Source: an optimization exercise on an open RTL-to-GDS flow (aim: small area). Production flows keep margins and buffers that such runs may drop. Only simulation tests tie the RTL to the original design; equivalence was not proved. No activity file was given, so power comes from the tool's default toggle rates.

## v51
// vga_sync_gen
module vga_sync_gen
(
input wire          CLK,
input wire          RST,
output wire         GEN_ACTIVE,
output wire  [23:0] GEN_RGB,
output wire  [10:0] GEN_HCNT,
output wire         GEN_HSYNC,
output wire         GEN_HSYNCP,
output wire  [10:0] GEN_VCNT,
output wire         GEN_VSYNC,
output wire         GEN_VSYNCP,
input wire   [10:0] V_FRONT_PORCH,
input wire   [10:0] V_SYNC,
input wire   [10:0] V_BACK_PORCH,
input wire   [10:0] V_ACTIVE,
input wire          V_SYNC_POL,
input wire   [10:0] H_FRONT_PORCH,
input wire   [10:0] H_SYNC,
input wire   [10:0] H_BACK_PORCH,
input wire   [10:0] H_ACTIVE,
input wire          H_SYNC_POL
);
reg   [1:0] ph_h;
reg   [1:0] ph_v;
reg         h_run;       
reg  [10:0] cnt_h;
reg  [10:0] cnt_v;
reg         active_h;    
reg         active_h2;   
reg         active_v;    
reg         active_v2;   
reg         sync_h;
reg         sync_v;
reg         sync_hp;
reg         sync_vp;
reg  [10:0] xa;          
reg  [10:0] ya;          
wire        h_sync  = (ph_h == 2'b01);
wire        h_bp    = (ph_h == 2'b11);
wire        h_act   = (ph_h == 2'b10);
wire        h_fp    = (ph_h == 2'b00);
wire        v_sync  = (ph_v == 2'b01);
wire        v_bp    = (ph_v == 2'b11);
wire        v_act   = (ph_v == 2'b10);
wire        v_fp    = (ph_v == 2'b00);
wire        h_last  = (cnt_h == 11'd1);
wire        v_last  = (cnt_v == 11'd1);
  ...
==> flow/config.mk <==
export PLATFORM = sky130hd
export DESIGN_NAME = vga_sync_gen
export DESIGN_NICKNAME = vga_sync_gen
export VERILOG_FILES = /design/flow/design.v
export SDC_FILE = /design/flow/constraint.sdc
export NUM_CORES = 4
export LEC_CHECK = 0
export CAP_MARGIN = 20
export CORE_MARGIN = 2
export CORE_UTILIZATION = 40
export SLEW_MARGIN = 20
==> flow/constraint.sdc <==
create_clock -name core_clock -period 5.0 [get_ports {CLK}]
set_input_delay 1.0000 -clock core_clock [delete_from_list [all_inputs] [get_ports {CLK}]]
set_output_delay 1.0000 -clock core_clock [all_outputs]
set_load 0.01 [all_outputs]
standard.sh (not shown) runs the stock make flow with config.mk's settings and CLKGATE_MAP_FILE= SYNTH_SCRIPT=/design/flow/synth_recipe.tcl, a recipe that flattens the netlist after the stock synthesis.
==> flow/flow/run.sh <==
#!/bin/bash
# Layout flow: the standard ORFS flow (standard.sh) with these changes.
#  1. Synthesis is the standard flow's synthesis script (synth_recipe.tcl) with ABC's
#     mapping step tried with each area-oriented script flow/abc*.script,
#     keeping the smallest netlist (flow/area_synth.tcl), and without ORFS's
#     full/half-adder cell mapping, so ABC maps the adders too. The registers
#     and their names are those of the standard synthesis.
#  2. Port buffers are the smallest buffer, sky130_fd_sc_hd__buf_1.
#  3. The clock tree is built from small clock buffers, without dummy loads.
# Each tool's output goes to a log of its own in this folder (synth.log,
# standard.log) and to ORFS's logs under orfs/logs.
set -euo pipefail
W=$(pwd)
export AREA_ABC_SCRIPTS="$W/flow/abc1.script $W/flow/abc2.script $W/flow/abc3.script $W/flow/abc4.script $W/flow/abc5.script $W/flow/abc6.script"
export FLOW_SYNTH_TCL=$W/synth_recipe.tcl
export BUFFER_PORTS_ARGS="-buffer_cell sky130_fd_sc_hd__buf_1"
export CTS_ARGS="-sink_clustering_enable -repair_clock_nets -buf_list sky130_fd_sc_hd__clkbuf_4 -root_buf sky130_fd_sc_hd__clkbuf_4 -sink_clustering_size 20 -dont_use_dummy_load"

sed "s#SYNTH_SCRIPT=[^ ]*#SYNTH_SCRIPT=$W/flow/area_synth.tcl ADDER_MAP_FILE=#" standard.sh > area_synth.sh
bash area_synth.sh synth > synth.log 2>&1
bash standard.sh finish > standard.log 2>&1
==> flow/flow/abc5.script <==
strash
&get -n
&deepsyn -T 30 -S 1
&put
dch -f
amap
strash
dch -f
amap
topo
==> flow/flow/abc6.script <==
strash
&get -n
&deepsyn -T 30 -S 2
&put
dch -f
amap
strash
dch -f
amap
topo
Other scripts of this flow, unchanged in this note and not shown: flow/flow/abc1.script, flow/flow/abc2.script, flow/flow/abc3.script, flow/flow/abc4.script, flow/flow/area_synth.tcl
Changes in v11 relative to v51:
- changing CORE_UTILIZATION from 40 to 65
## What came out
- Non-clock buffer count ended up about 0.7% higher on v11 than on v51.
- Cmp v11 and v51 / via count of the first global-routing pass / higher: v11
- On die footprint, v51 loses to v11.
- | portion of total power attributed to sequential cells | v51 vs v11 | ≈ equal |
- Higher multi-input gate share of total cell area among v11 and v51: v11
- Diff v51 -> v11: final total negative setup slack flat; relative contribution of combinational cells to total power flat; minimum clock period after layout down 0.099 ns.
- Against v51, v11 reports a leakage power summed over all cells that is higher.
### v11 -> v34
- swapping 65 for 40 in CORE_UTILIZATION
diff --git a/flow/flow/run.sh b/flow/flow/run.sh
--- a/flow/flow/run.sh
+++ b/flow/flow/run.sh
@@ -14 +14 @@
-export AREA_ABC_SCRIPTS="$W/flow/abc1.script $W/flow/abc2.script $W/flow/abc3.script $W/flow/abc4.script $W/flow/abc5.script $W/flow/abc6.script"
+export AREA_ABC_SCRIPTS="$W/flow/abc1.script $W/flow/abc2.script $W/flow/abc3.script $W/flow/abc4.script"
removed: flow/flow/abc5.script
removed: flow/flow/abc6.script
==> notes.md <==
- Between v11 and v34, the cell count went up.
- v34 vs v11 on starting density of the core: v34 is the lower one.
- Higher die area among v34 and v11: v34
- Relative to v11, relative max-transition margin has increased by 1.3 points in v34.
- Delta(power after layout, v34 - v11) < 0
- On iteration count of the initial detailed-routing pass: between v34 and v11, it ends up lower for v34.
Changes in v17 relative to v34:
diff --git a/flow/flow/run.sh b/flow/flow/run.sh
--- a/flow/flow/run.sh
+++ b/flow/flow/run.sh
@@ -17 +17 @@
-export CTS_ARGS="-sink_clustering_enable -repair_clock_nets -buf_list sky130_fd_sc_hd__clkbuf_4 -root_buf sky130_fd_sc_hd__clkbuf_4 -sink_clustering_size 20 -dont_use_dummy_load"
+export CTS_ARGS="-sink_clustering_enable -repair_clock_nets -buf_list sky130_fd_sc_hd__clkbuf_8 -root_buf sky130_fd_sc_hd__clkbuf_8 -sink_clustering_size 64 -sink_clustering_max_diameter 400 -dont_use_dummy_load"
==> comparison <==
Relative to v34, the final cell area reported for v17 is higher.
From v34 to v17 the numbers moved as follows: overall power increased 12%, utilization increased 0.88 points, wire length of the first global-routing pass ~0 delta.

re-timing with driven ports:
The results above use ideal ports. As a check the final layouts listed here were re-extracted and re-timed, cells and wires unchanged.
Step 1 (the two cells are an assumption about what drives the block):
set clk [get_ports {CLK}]
set_driving_cell -lib_cell sky130_fd_sc_hd__clkbuf_16 $clk
set_driving_cell -lib_cell sky130_fd_sc_hd__buf_2 [delete_from_list [all_inputs] $clk]
Step 2, shift: input delay + t, output delay - t, t = (earliest + latest rising clock arrival at the registers) / 2. This alone moves slack from input paths to output paths.
Three values: ideal ports, drivers, drivers and shift; two values: the first two.
run | shift t [ns] | slack for setup (ns) | worst register clock-pin slew, ns | pins driven straight from the clock port
v51 | 0.393 | 1.080 / 1.080 / 1.080 | 0.09 / 0.09 | 1
v11 | 0.396 | 1.179 / 1.179 / 1.179 | 0.10 / 0.10 | 1
v34 | 0.393 | 1.080 / 1.080 / 1.080 | 0.09 / 0.09 | 1
v17 | 0.347 | 1.123 / 1.123 / 1.123 | 0.07 / 0.07 | 1
After both steps setup and hold are still met in every run listed.
